Context: an optimization exercise on an open-source flow, tuned for small area and a short achievable clock period. The choices shown serve that exercise and are no tape-out recipe.
At most, simulation tests tie the RTL to the original design; equivalence was not proved.
Power and IR drop assume default switching activity.

Design MY_CPU, start of the top module:
module MY_CPU (clk, nRESET, instr, pc, cc, dbg_addr, dbg_data);
	input clk;
	input nRESET;
	input [15:0] instr;
	output [15:0] pc;
	output [3:0] cc;
	input [2:0] dbg_addr;
	output [15:0] dbg_data;
	reg [14:0] pc_q;   
	reg [3:0] cc;
	assign pc = {pc_q, 1'b0};
	wire [15:0] pc_c;
	assign pc_c[0] = 1'b1;
	genvar t;
	generate for (t = 0; t < 15; t = t + 1) begin : g_pc
		assign pc_c[t + 1] = pc_c[t] & pc_q[t];
	end endgenerate
	always @(posedge clk or negedge nRESET)
		if (!nRESET) pc_q <= 15'b0;
		else pc_q <= pc_q ^ pc_c[14:0];
	wire [2:0] op = instr[14:12];
	wire i = instr[11];
	wire [2:0] rD = instr[10:8];
	wire [2:0] rA = instr[7:5];
	wire [2:0] rB = instr[4:2];
	wire [15:0] imm = {{11{instr[4]}}, instr[4:0]};
	wire valid = ~(op == 3'd7 & i);   
	reg [15:0] rf [0:7];
	reg [7:0] v;
	wire [15:0] res;
	wire [7:0] we;
	genvar k;
	generate for (k = 0; k < 8; k = k + 1) begin : g_rf
		assign we[k] = valid & (rD == k);
		always @(posedge clk)
			if (we[k]) rf[k] <= res;
	end endgenerate
	always @(posedge clk or negedge nRESET)
		if (!nRESET) v <= 8'b0;
		else v <= v | we;
	function [7:0] sel;
		input [2:0] a;
		input [7:0] vv;
		reg [3:0] lo;
		reg [7:0] hv;
		integer j;
		begin
			for (j = 0; j < 4; j = j + 1)
				lo[j] = (a[1:0] == j);
			for (j = 0; j < 8; j = j + 1)
				hv[j] = (a[2] == j[2]) & vv[j];
			for (j = 0; j < 8; j = j + 1)
				sel[j] = lo[j % 4] & hv[j];
		end
	endfunction
	function [15:0] rd;
		input [7:0] s;
		input [127:0] d;
		integer j;
		begin
			rd = 16'b0;
			for (j = 0; j < 8; j = j + 1)
				rd = rd | ({16{s[j]}} & d[16*j +: 16]);
		end
	endfunction
	wire [127:0] rflat = {rf[7], rf[6], rf[5], rf[4], rf[3], rf[2], rf[1], rf[0]};
	wire [15:0] A = rd(sel(rA, v), rflat);
	wire [15:0] rb = rd(sel(rB, v & {8{~i}}), rflat);   
	assign dbg_data = rd(sel(dbg_addr, v), rflat);
	wire [15:0] B = rb | (imm & {16{i}});
  ...
==> flow/config.mk <==
export PLATFORM = sky130hd
export DESIGN_NAME = MY_CPU
export DESIGN_NICKNAME = MY_CPU
export VERILOG_FILES = /design/flow/design.v
export SDC_FILE = /design/flow/constraint.sdc
export NUM_CORES = 4
export LEC_CHECK = 0
export CAP_MARGIN = 10
export CORE_MARGIN = 2
export CORE_UTILIZATION = 40
export SETUP_SLACK_MARGIN = 2.4
export SLEW_MARGIN = 10
==> flow/constraint.sdc <==
create_clock -name core_clock -period 7.0 [get_ports {clk}]
set_input_delay 1.4000 -clock core_clock [delete_from_list [all_inputs] [get_ports {clk}]]
set_output_delay 1.4000 -clock core_clock [all_outputs]
set_load 0.01 [all_outputs]
standard.sh (not shown) runs the stock make flow with config.mk's settings and CLKGATE_MAP_FILE= SYNTH_SCRIPT=/design/flow/synth_recipe.tcl, a recipe that flattens the netlist after the stock synthesis.
==> flow/flow/run.sh <==
#!/bin/bash
# Layout flow: the standard ORFS flow with these changes:
#  - synthesis maps with flow/abc.script, the pc incrementer with flow/abc_area.script
#    (flow/my_synth.tcl swaps them into ORFS's
#    synthesis; everything else there is the standard synthesis);
#  - no full/half adder extraction in synthesis (ADDER_MAP_FILE empty);
#  - port buffers are sky130_fd_sc_hd__buf_1 instead of the resizer's default pick;
#  - clock tree from clkbuf_4/clkbuf_8 without dummy loads.
# The make output is kept in flow_make.log; ORFS's own logs stay under orfs/logs.
set -euo pipefail
here=$(pwd)
export MY_ABC_SCRIPT=$here/flow/abc.script
export MY_ABC_AREA_SCRIPT=$here/flow/abc_area.script
bash standard.sh ADDER_MAP_FILE= \
  SYNTH_SCRIPT=$here/flow/my_synth.tcl \
  "BUFFER_PORTS_ARGS=-buffer_cell sky130_fd_sc_hd__buf_1" \
  "CTS_ARGS=-sink_clustering_enable -repair_clock_nets -dont_use_dummy_load -buf_list {sky130_fd_sc_hd__clkbuf_4 sky130_fd_sc_hd__clkbuf_8}" \
  finish > flow_make.log 2>&1
==> flow/flow/abc.script <==
strash
dch
map -D 2000
topo
buffer -c
upsize -c
dnsize -c
==> flow/flow/abc_area.script <==
strash
&get -n
&st
&dch
&nf -p -R 0
&put
topo
==> flow/flow/my_synth.tcl <==
# The standard flow's synth_recipe.tcl (standard ORFS synthesis, no fsm/share, flattened, renamed)
# with one change: ABC maps with flow/abc.script, and the pc incrementer (the logic
# cone of the pc_q flip-flops, which has the whole cycle) is first mapped on its own
# with flow/abc_area.script for area.
proc synth {args} { yosys synth -nofsm -noshare {*}$args }
proc abc {args} {
  set i [lsearch -exact $args -script]
  if { $i >= 0 } {
    set a [lreplace $args [expr {$i + 1}] [expr {$i + 1}] $::env(MY_ABC_AREA_SCRIPT)]
    yosys select -set pcl c:pc_q* %ci1:+\[D\] %ci* t:sky130_fd_sc_hd__* %d
    yosys abc {*}$a @pcl
    set args [lreplace $args [expr {$i + 1}] [expr {$i + 1}] $::env(MY_ABC_SCRIPT)]
  }
  puts "my abc: $args"
  yosys abc {*}$args
}
source $::env(SCRIPTS_DIR)/synth.tcl
# left out here: clear keep_hierarchy, flatten, clean up, hide names made inside functions, write 1_2_yosys.v
Change:
Settings changed: SETUP_SLACK_MARGIN 2.4 to 2.5.
Outcome:
- final area rises by about 2%
- synthesized area stays the same
- first-iteration DRC count goes down by about 1.6%
- global-route usage is higher by 0.21 points
- non-clock buffer count rose by 17

Another version of the RTL of MY_CPU (not shown whole).
For scale: ~970 cells after synthesis, ~160 flip-flops, about 57 I/O pins, about 9800 sq um of cells after synthesis.
// MY_CPU
module MY_CPU (clk, nRESET, instr, pc, cc, dbg_addr, dbg_data);
	input clk;
	input nRESET;
	input [15:0] instr;
	output [15:0] pc;
	output [3:0] cc;
	input [2:0] dbg_addr;
	output [15:0] dbg_data;
	reg [14:0] pc_q;   
	reg [3:0] cc;
	assign pc = {pc_q, 1'b0};
	always @(posedge clk or negedge nRESET)
		if (!nRESET) pc_q <= 15'b0;
		else pc_q <= pc_q + 15'd1;
	wire [2:0] op = instr[14:12];
	wire i = instr[11];
	wire [2:0] rD = instr[10:8];
	wire [2:0] rA = instr[7:5];
	wire [2:0] rB = instr[4:2];
	wire [15:0] imm = {{11{instr[4]}}, instr[4:0]};
	wire valid = ~(op == 3'd7 & i);   
	reg [15:0] rf [0:7];
	reg [7:0] v;
	wire [15:0] res;
	wire [7:0] we;
	genvar k;
	generate for (k = 0; k < 8; k = k + 1) begin : g_rf
		assign we[k] = valid & (rD == k);
		always @(posedge clk)
			if (we[k]) rf[k] <= res;
	end endgenerate
	always @(posedge clk or negedge nRESET)
		if (!nRESET) v <= 8'b0;
		else v <= v | we;
	function [7:0] sel;
		input [2:0] a;
		input [7:0] vv;
		integer j;
		for (j = 0; j < 8; j = j + 1)
			sel[j] = (a == j) & vv[j];
	endfunction
	function [15:0] rd;
		input [7:0] s;
		input [127:0] d;
		integer j;
		begin
			rd = 16'b0;
			for (j = 0; j < 8; j = j + 1)
				rd = rd | ({16{s[j]}} & d[16*j +: 16]);
		end
	endfunction
	wire [127:0] rflat = {rf[7], rf[6], rf[5], rf[4], rf[3], rf[2], rf[1], rf[0]};
	wire [15:0] A = rd(sel(rA, v), rflat);
	wire [15:0] rb = rd(sel(rB, v), rflat);
	assign dbg_data = rd(sel(dbg_addr, v), rflat);
	wire [15:0] B = i ? imm : rb;
	wire sub = (op == 3'd2);
	wire [15:0] Bx = B ^ {16{sub}};
  ...
export LEC_CHECK = 0
export CAP_MARGIN = 20
export CORE_MARGIN = 2
export CORE_UTILIZATION = 40
export CTS_BUF_LIST = sky130_fd_sc_hd__clkbuf_4 sky130_fd_sc_hd__clkbuf_8
export SETUP_SLACK_MARGIN = 2.5
export SLEW_MARGIN = 20
create_clock -name core_clock -period 7.0 [get_ports {clk}]
==> flow/flow/run.sh <==
#!/bin/bash
# Layout flow: the standard ORFS flow with these changes:
#  - synthesis maps with flow/abc.script (flow/my_synth.tcl swaps it into ORFS's
#    synthesis; everything else there is the standard synthesis);
#  - no full/half adder extraction in synthesis (ADDER_MAP_FILE empty);
#  - port buffers are sky130_fd_sc_hd__buf_2 instead of the resizer's default pick.
# The make output is kept in flow_make.log; ORFS's own logs stay under orfs/logs.
set -euo pipefail
here=$(pwd)
export MY_ABC_SCRIPT=$here/flow/abc.script
bash standard.sh ADDER_MAP_FILE= \
  SYNTH_SCRIPT=$here/flow/my_synth.tcl \
  "BUFFER_PORTS_ARGS=-buffer_cell sky130_fd_sc_hd__buf_2" \
  finish > flow_make.log 2>&1
==> flow/flow/abc.script <==
strash
&get -n
&st
&dch
&nf -p -R 0
&put
topo
==> flow/flow/my_synth.tcl <==
proc synth {args} { yosys synth -nofsm -noshare {*}$args }
# Replace the ABC script ORFS picks with MY_ABC_SCRIPT, keeping its other arguments.
proc abc {args} {
  set i [lsearch -exact $args -script]
  if { $i >= 0 && [info exists ::env(MY_ABC_SCRIPT)] } {
    set args [lreplace $args [expr {$i + 1}] [expr {$i + 1}] $::env(MY_ABC_SCRIPT)]
  }
  puts "my abc: $args"
  yosys abc {*}$args
}
source $::env(SCRIPTS_DIR)/synth.tcl
# left out here: clear keep_hierarchy, flatten, clean up, hide names made inside functions, write 1_2_yosys.v
Next try:
==> flow/flow/abc.script (replaced) <==
strash
dch
map -D 2500
topo
buffer -c
upsize -c
dnsize -c
The changed run completed with no timing, DRC or antenna violations.
Global-route usage went down by 0.35 points.
Cell area increases by 2.3%.
Clock skew climbs by 4.9 ps.
Die area rose by about 8%.
Routed wire length rose by about 4.4%.
Worst hold slack improves by 35 ps.

job 1353:
Another version of the RTL of MY_CPU (not shown whole).
Size: ~1100 cells after synthesis, roughly 160 flip-flops, about 11000 um2 of cells after synthesis.
Settings: LEC_CHECK=0, CAP_MARGIN=20, CORE_MARGIN=2, CORE_UTILIZATION=40, SLEW_MARGIN=20; clock period 7.0 ns.
run.sh (not shown) runs the stock make flow with config.mk's settings and CLKGATE_MAP_FILE= SYNTH_SCRIPT=/design/flow/synth_recipe.tcl, a recipe that flattens the netlist after the stock synthesis.
Stock flow here: none of the scripts above is used.
Job 1353 was carried through to the last stage, and its layout satisfied the timing, design-rule and antenna checks.
Edits applied to the flow inputs when going from job 1353 to job 7896:
# job 1353
export LEC_CHECK = 0
export CAP_MARGIN = 20
export CORE_MARGIN = 2
export CORE_UTILIZATION = 40
export SLEW_MARGIN = 20
create_clock -name core_clock -period 7.0 [get_ports {clk}]
# job 7896
export LEC_CHECK = 0
export CAP_MARGIN = 20
export CORE_MARGIN = 2
export CORE_UTILIZATION = 40
export SETUP_SLACK_MARGIN = 2.5
export SLEW_MARGIN = 20
create_clock -name core_clock -period 7.0 [get_ports {clk}]
Findings:
Relative to job 1353, clock network fraction of total power decreased by 2.6 points in job 7896. The setup slack of job 7896 exceeds that of job 1353 by 1.26 ns. Compared to job 1353, job 7896 has area growth from synthesis to final layout 16 points higher. Part of the power in combinational logic (lower): job 1353. Lower register-to-register slack among job 7896 and job 1353: job 1353. Job 7896 against job 1353: area used by multi-input combinational logic has increased; total power rose 220 uW.
### job 7896 -> job 4902
==> flow/flow/run.sh (new file) <==
#!/bin/bash
# Layout flow: the standard ORFS flow, with two changes:
#  - no full/half adder extraction in synthesis (ADDER_MAP_FILE empty), so ABC maps
#    the adder logic itself;
#  - port buffers are sky130_fd_sc_hd__buf_2 instead of the resizer's default pick.
# The make output is kept in flow_make.log; ORFS's own logs stay under orfs/logs.
set -euo pipefail
bash standard.sh ADDER_MAP_FILE= \
  "BUFFER_PORTS_ARGS=-buffer_cell sky130_fd_sc_hd__buf_2" \
  finish > flow_make.log 2>&1
==> flow/standard.sh (new file) <==
#!/bin/bash
# synth_recipe.tcl (not shown) runs the flow's synth.tcl, then flattens the netlist and writes it again
# the make line also repeats each setting of config.mk as NAME=value (left out here)
make -C /OpenROAD-flow-scripts/flow DESIGN_CONFIG=/design/flow/config.mk WORK_HOME=/design/flow/orfs CLKGATE_MAP_FILE= SYNTH_SCRIPT=/design/flow/synth_recipe.tcl "${@:-finish}"
removed: flow/run.sh
==> notes.md <==
Delta (job 4902 minus job 7896): met2 routing resource usage after global routing dropped 0.56 points; post-detailed-route wirelength per cell dropped about 2.2%; die area dropped 460 um2.
No functional check of the RTL was part of any run of this note.

-- separate check: timing with driven ports --
In the flow no input, the clock included, has a driving cell. The finished layouts below were timed again as built, in two steps. Step 1 assumes that a clkbuf_16 drives the clock port and a buf_2 every other input. Step 2, shift: input delay + t, output delay - t, t = (earliest + latest rising clock arrival at the registers) / 2. This alone moves slack from input paths to output paths. a / b / c = ideal / step 1 / step 2; a / b = the first two.
run	shift t [ns]	slack for setup (ns)	hold WS [ns]	worst register clock-pin slew, ns	pins driven straight from the clock port
the first run of note 1	0.493	2.426 / 2.404 / 1.991	0.480 / 0.480 / 0.480	0.10 / 0.10	1
the second run of note 1	0.506	2.555 / 2.525 / 2.081	0.480 / 0.480 / 0.480	0.10 / 0.10	1
the first run of note 2	0.518	2.298 / 2.252 / 1.734	0.473 / 0.473 / 0.473	0.10 / 0.10	1
the second run of note 2	0.504	2.508 / 2.478 / 2.077	0.508 / 0.508 / 0.508	0.10 / 0.10	1
job 1353	0.486	0.873 / 0.898 / 0.411	0.479 / 0.479 / 0.479	0.08 / 0.08	1
job 7896	0.480	2.129 / 2.105 / 1.625	0.477 / 0.477 / 0.477	0.07 / 0.07	1
job 4902	0.483	2.256 / 2.158 / 1.675	0.475 / 0.475 / 0.475	0.07 / 0.07	1
After both steps every run listed still meets setup and hold. For job 4902, which loses most, drivers alone change the setup slack by -0.098 ns; drivers and shift together by -0.581 ns.
